This is an optimization exercise on Yosys and OpenROAD, whose aim is small area and a short achievable clock period, not a production implementation. At most, simulation tests tie the RTL to the original design; equivalence was not proved.

== v6 ==
Design ROTATING_VECTORING, start of the top module:
module ROTATING_VECTORING(clk, xi, yi, xf, yf);
  input clk;
  input [15:0] xi, yi;
  output [15:0] xf, yf;
  reg [7:0] E;
  wire ad1_m = ~(1'b1);
  wire ad1_p0 = xi[0] ^ (yi[0] ^ ad1_m);
  wire ad1_p1 = xi[1] ^ (yi[1] ^ ad1_m);
  wire ad1_p2 = xi[2] ^ (yi[2] ^ ad1_m);
  wire ad1_p3 = xi[3] ^ (yi[3] ^ ad1_m);
  wire ad1_p4 = xi[4] ^ (yi[4] ^ ad1_m);
  wire ad1_p5 = xi[5] ^ (yi[5] ^ ad1_m);
  wire ad1_p6 = xi[6] ^ (yi[6] ^ ad1_m);
  wire ad1_p7 = xi[7] ^ (yi[7] ^ ad1_m);
  wire ad1_p8 = xi[8] ^ (yi[8] ^ ad1_m);
  wire ad1_p9 = xi[9] ^ (yi[9] ^ ad1_m);
  wire ad1_p10 = xi[10] ^ (yi[10] ^ ad1_m);
  wire ad1_p11 = xi[11] ^ (yi[11] ^ ad1_m);
  wire ad1_p12 = xi[12] ^ (yi[12] ^ ad1_m);
  wire ad1_p13 = xi[13] ^ (yi[13] ^ ad1_m);
  wire ad1_p14 = xi[14] ^ (yi[14] ^ ad1_m);
  wire ad1_p15 = xi[15] ^ (yi[15] ^ ad1_m);
  wire ad1_g0_0 = (xi[0] & (yi[0] ^ ad1_m)) | (ad1_p0 & (1'b0 ^ ad1_m));
  wire ad1_g1_0 = xi[1] & (yi[1] ^ ad1_m);
  wire ad1_g2_0 = xi[2] & (yi[2] ^ ad1_m);
  wire ad1_g3_0 = xi[3] & (yi[3] ^ ad1_m);
  wire ad1_g4_0 = xi[4] & (yi[4] ^ ad1_m);
  wire ad1_g5_0 = xi[5] & (yi[5] ^ ad1_m);
  wire ad1_g6_0 = xi[6] & (yi[6] ^ ad1_m);
  wire ad1_g7_0 = xi[7] & (yi[7] ^ ad1_m);
  wire ad1_g8_0 = xi[8] & (yi[8] ^ ad1_m);
  wire ad1_g9_0 = xi[9] & (yi[9] ^ ad1_m);
  wire ad1_g10_0 = xi[10] & (yi[10] ^ ad1_m);
  wire ad1_g11_0 = xi[11] & (yi[11] ^ ad1_m);
  wire ad1_g12_0 = xi[12] & (yi[12] ^ ad1_m);
  wire ad1_g13_0 = xi[13] & (yi[13] ^ ad1_m);
  wire ad1_g14_0 = xi[14] & (yi[14] ^ ad1_m);
  wire ad1_g15_0 = xi[15] & (yi[15] ^ ad1_m);
  wire ad1_g1_1 = ad1_g1_0 | (ad1_p1 & ad1_g0_0);
  wire ad1_pp1_1 = ad1_p1 & ad1_p0;
  wire ad1_g3_1 = ad1_g3_0 | (ad1_p3 & ad1_g2_0);
  wire ad1_pp3_1 = ad1_p3 & ad1_p2;
  wire ad1_g5_1 = ad1_g5_0 | (ad1_p5 & ad1_g4_0);
  wire ad1_pp5_1 = ad1_p5 & ad1_p4;
  wire ad1_g7_1 = ad1_g7_0 | (ad1_p7 & ad1_g6_0);
  wire ad1_pp7_1 = ad1_p7 & ad1_p6;
  wire ad1_g9_1 = ad1_g9_0 | (ad1_p9 & ad1_g8_0);
  wire ad1_pp9_1 = ad1_p9 & ad1_p8;
  ...
For scale: roughly 2,800 cells after synthesis, roughly 65 I/O pins, about 30,000 um^2 of cells after synthesis.
make LEC_CHECK=0 CAP_MARGIN=20 CORE_MARGIN=2 CORE_UTILIZATION=40 SETUP_SLACK_MARGIN=5 SLEW_MARGIN=20 finish   # period 8.0 ns
run.sh (not shown) runs the stock make flow with config.mk's settings and CLKGATE_MAP_FILE= SYNTH_SCRIPT=/design/flow/synth_recipe.tcl, a recipe that flattens the netlist after the stock synthesis.
v6 reached the final stage; the timing, design-rule and antenna checks on its layout passed.
For v7, these inputs were changed with respect to v6:
-- flow/config.mk --
<<< v6, line 11
export SETUP_SLACK_MARGIN = 5
>>> v7, line 11
### Flow results
Measured against each other, v6 and v7 differ in cell depth of the worst setup path, the higher figure coming from v7. Summary — met2 demand-to-capacity share in global routing, v7 relative to v6: lower, by 1.6 points. Worst-margin pin slew ends up higher on v7. [compare] base=v6 new=v7: wire length now smaller; met1 routing resource usage after global routing now smaller; area growth from synthesis to layout now smaller. For v6, the start point of the critical path was ry7[3], unlike v7, where it was ve0. In v7 the final net count turned out 185 lower than in v6. v7 gives less final core area utilization than v6 did.
Function was not checked in any run of this note: the RTL went through the layout flow alone.

* * *

## the reference run
ROTATING_VECTORING, a different RTL version from the one above (not shown whole).
Size: ~3400 cells after synthesis, roughly 0.030 mm2 of cells after synthesis.
clock: 8.0 ns
lec_check: 0
abc_area: 1
cap_margin: 20
core_margin: 2
core_utilization: 40
setup_slack_margin: 5
slew_margin: 20
The reference run was carried through to the last stage, and its layout satisfied the timing, design-rule and antenna checks.
[inputs] the trial run vs the reference run
Settings: CTS_CLUSTER_SIZE newly set to 24; PLACE_DENSITY newly set to 0.75; CTS_CLUSTER_DIAMETER newly set to 100.
All of the reference run and the trial run finish clean. The trial run reports a lower first-pass GRT wire length than the reference run does. The trial run reports its launch point of the worst path as rx5[3]$_DFF_P_ while the reference run reports rx5[1]$_DFF_P_.

* * *

## v24
Starting RTL as in the previous note.
make LEC_CHECK=0 ABC_AREA=1 CAP_MARGIN=20 CORE_MARGIN=2 CORE_UTILIZATION=40 PLACE_DENSITY=0.75 SETUP_SLACK_MARGIN=5 SLEW_MARGIN=20 finish   # period 8.0 ns
v24 finished every stage and its layout cleared the timing, design-rule and antenna checks.
Input-level comparison between v20 and v24:
- CTS_CLUSTER_SIZE: unset -> 24
- CTS_CLUSTER_DIAMETER: unset -> 100
- CORE_UTILIZATION: 40 -> 50
Findings:
Worst setup slack: v20 vs v24 down 18 ps.
Relative to v20, the following input files were edited for v8:
- a deleted CTS_CLUSTER_DIAMETER that had been 100
- a change of CORE_UTILIZATION from 50 to 40
Notes after the runs:
v8 finished all stages; the layout is clean.
Between v8 and v20, the register fraction of the total cell area is lower for v8.
Summary: with v20 as the reference, number of gates given a new drive strength after cts in v8 moved down by more than 10%.
Against v20, v8 reports a non-clock buffering overhead in the final layout that is lower.
Total CTS buffers (v8 / v20): 2.1
NOTE: cell area in v8 exceeds that of v20
The following lists how v15 was set up differently from v8:
- CTS_CLUSTER_DIAMETER newly set to 120
- CTS_CLUSTER_SIZE changed from 24 to 20
--- outcome ---
In v15 the slew at the pin closest to its max-slew limit turned out 81 ps higher than in v8.
Non-clock buffer instance count of the final layout: v15 vs v8 identical
v15 against v8: cell area after layout shrank by about 3%; global-route usage over all layers shrank by 0.40 points; sequential cell area held steady.
Inputs modified between v15 and v55:
- CTS_CLUSTER_DIAMETER removed (was 120)
- CTS_CLUSTER_SIZE removed (was 20)
- PLACE_DENSITY removed (was 0.75)
==> flow/flow/run.sh (new file) <==
#!/bin/bash
# The standard layout, with timing repair aimed at a 2.7 ns clock (setup margin 5.3 ns
# on the design's 8 ns clock); constraints and clock period are the design's.
set -euo pipefail
bash standard.sh SETUP_SLACK_MARGIN=5.3 finish > standard.log 2>&1
==> flow/standard.sh (new file) <==
#!/bin/bash
# synth_recipe.tcl (not shown) runs the flow's synth.tcl, then flattens the netlist and writes it again
# the make line also repeats each setting of config.mk as NAME=value (left out here)
make -C /OpenROAD-flow-scripts/flow DESIGN_CONFIG=/design/flow/config.mk WORK_HOME=/design/flow/orfs CLKGATE_MAP_FILE= SYNTH_SCRIPT=/design/flow/synth_recipe.tcl "${@:-finish}"
removed: flow/run.sh
Results
Looking at the reports, v15 completed the entire flow and the layout it produced met the timing, design-rule and antenna checks. v55 went all the way through the flow, and no timing, DRC or antenna check failed. Met2 demand-to-capacity share in global routing: v55 vs v15 — no meaningful difference. [compare] base=v15 new=v55: area taken by multi-input logic gates shows an increase of 6.7%; buffering stage count on the worst path with inverters included lost 1. Of v15 and v55, the higher cell area belongs to v55.
Setup changes, v55 to v1
- CTS_CLUSTER_SIZE now 30, previously not set
- PLACE_DENSITY now 0.75, previously not set
- CTS_BUF_LIST now sky130_fd_sc_hd__clkbuf_8, previously not set
==> flow/run.sh (new file) <==
#!/bin/bash
# synth_recipe.tcl (not shown) runs the flow's synth.tcl, then flattens the netlist and writes it again
# the make line also repeats each setting of config.mk as NAME=value (left out here)
make -C /OpenROAD-flow-scripts/flow DESIGN_CONFIG=/design/flow/config.mk WORK_HOME=/design/flow/orfs CLKGATE_MAP_FILE= SYNTH_SCRIPT=/design/flow/synth_recipe.tcl finish
removed: flow/flow/run.sh
removed: flow/standard.sh
--- outcome ---
v55 reports its last element of the critical path as vy6[8]$_DFF_P_ while v1 reports rx6[9]$_DFF_P_.
v1 against v55: share of layout cells above drive strength 1 now sits lower.

* * *

alpha:
Another version of the RTL of ROTATING_VECTORING (not shown whole).
Size: about 3600 cells after synthesis, about 65 I/O pins, about 35000 um2 of cells after synthesis.
clock: 8.0 ns
lec_check: 0
cap_margin: 20
core_margin: 2
core_utilization: 40
slew_margin: 20
Stock flow here: none of the scripts above is used.
What beta does differently from alpha at the input level:
-- flow/config.mk --
<<< alpha, line 9
export CORE_MARGIN = 2
export CORE_UTILIZATION = 40
export SLEW_MARGIN = 20
>>> beta, line 9
export CORE_MARGIN = 2
export CORE_UTILIZATION = 40
export SETUP_SLACK_MARGIN = 5
export SLEW_MARGIN = 20
==> comparison <==
Area growth from synthesis to final layout: lower on alpha. Minimum period implied by the final worst setup slack: beta vs alpha down 0.66 ns. Taking alpha as the reference point, the number of global-route vias before repair of beta rises by 5.9%. Changes observed in beta relative to alpha: worst setup slack after layout up 0.66 ns; number of antenna diodes shows a reduction of 1; synthesized-area fraction occupied by ao, oa, aoi and oai cells about even. What alpha reported for final-stage net count has to be multiplied by 1.06 to get the figure for beta. Run comparison: alpha last element of the critical path vy2[14]; beta last element of the critical path rx7[14]. Summary: with alpha as the reference, detailed-routed wire length on met2 in beta moved up by more than 10%. In the tables for alpha and beta, transition time at the pin with the least slew margin reads higher with alpha. Startpoint of the worst setup timing path: ve0 -> alpha, ry6[0] -> beta. Of beta and alpha, it is beta that has the lower number of buffer and inverter stages on the critical path.
Function was not checked in any run of this note: the RTL went through the layout flow alone.

==> static timing again, ports no longer ideal <==
Ports are ideal in the flow. The routed layouts listed here were re-timed in OpenROAD. Step 1 sets driving cells, clkbuf_16 on the clock port and buf_2 on the other inputs (assumed; they add their load-dependent delay and slew). Step 2 also shifts input and output timing later by t, the mid clock arrival at the registers, as if the neighbouring blocks saw the same clock. Slacks: no drivers / after step 1 / after step 2; pairs: no drivers / after step 1.
run | t, ns | setup WS [ns] | worst data-port slew with drivers (ns) | pins driven straight from the clock port
v6 | 0.653 | 4.148 / 4.148 / 4.071 | 0.07 | 1
v7 | 0.655 | 3.374 / 3.374 / 3.262 | 0.04 | 1
the reference run | 0.654 | 5.010 / 5.010 / 4.432 | 0.05 | 1
the trial run | 0.653 | 5.036 / 5.036 / 4.453 | 0.03 | 1
v24 | 0.672 | 5.025 / 5.025 / 4.444 | 0.03 | 1
v20 | 0.625 | 5.007 / 5.007 / 4.447 | 0.04 | 1
v8 | 0.672 | 5.025 / 5.025 / 4.444 | 0.03 | 1
v15 | 0.655 | 5.059 / 5.065 / 4.441 | 0.03 | 1
v55 | 0.650 | 5.192 / 5.192 / 4.728 | 0.04 | 1
v1 | 0.724 | 5.027 / 5.027 / 4.366 | 0.03 | 1
alpha | 0.672 | 3.390 / 3.389 / 2.717 | 0.12 | 1
beta | 0.674 | 4.053 / 4.053 / 3.731 | 0.08 | 1
After both steps every run listed still meets setup and hold. The setup slack of alpha, which loses most, moves by -0.001 ns with the drivers and by -0.673 ns with both steps.
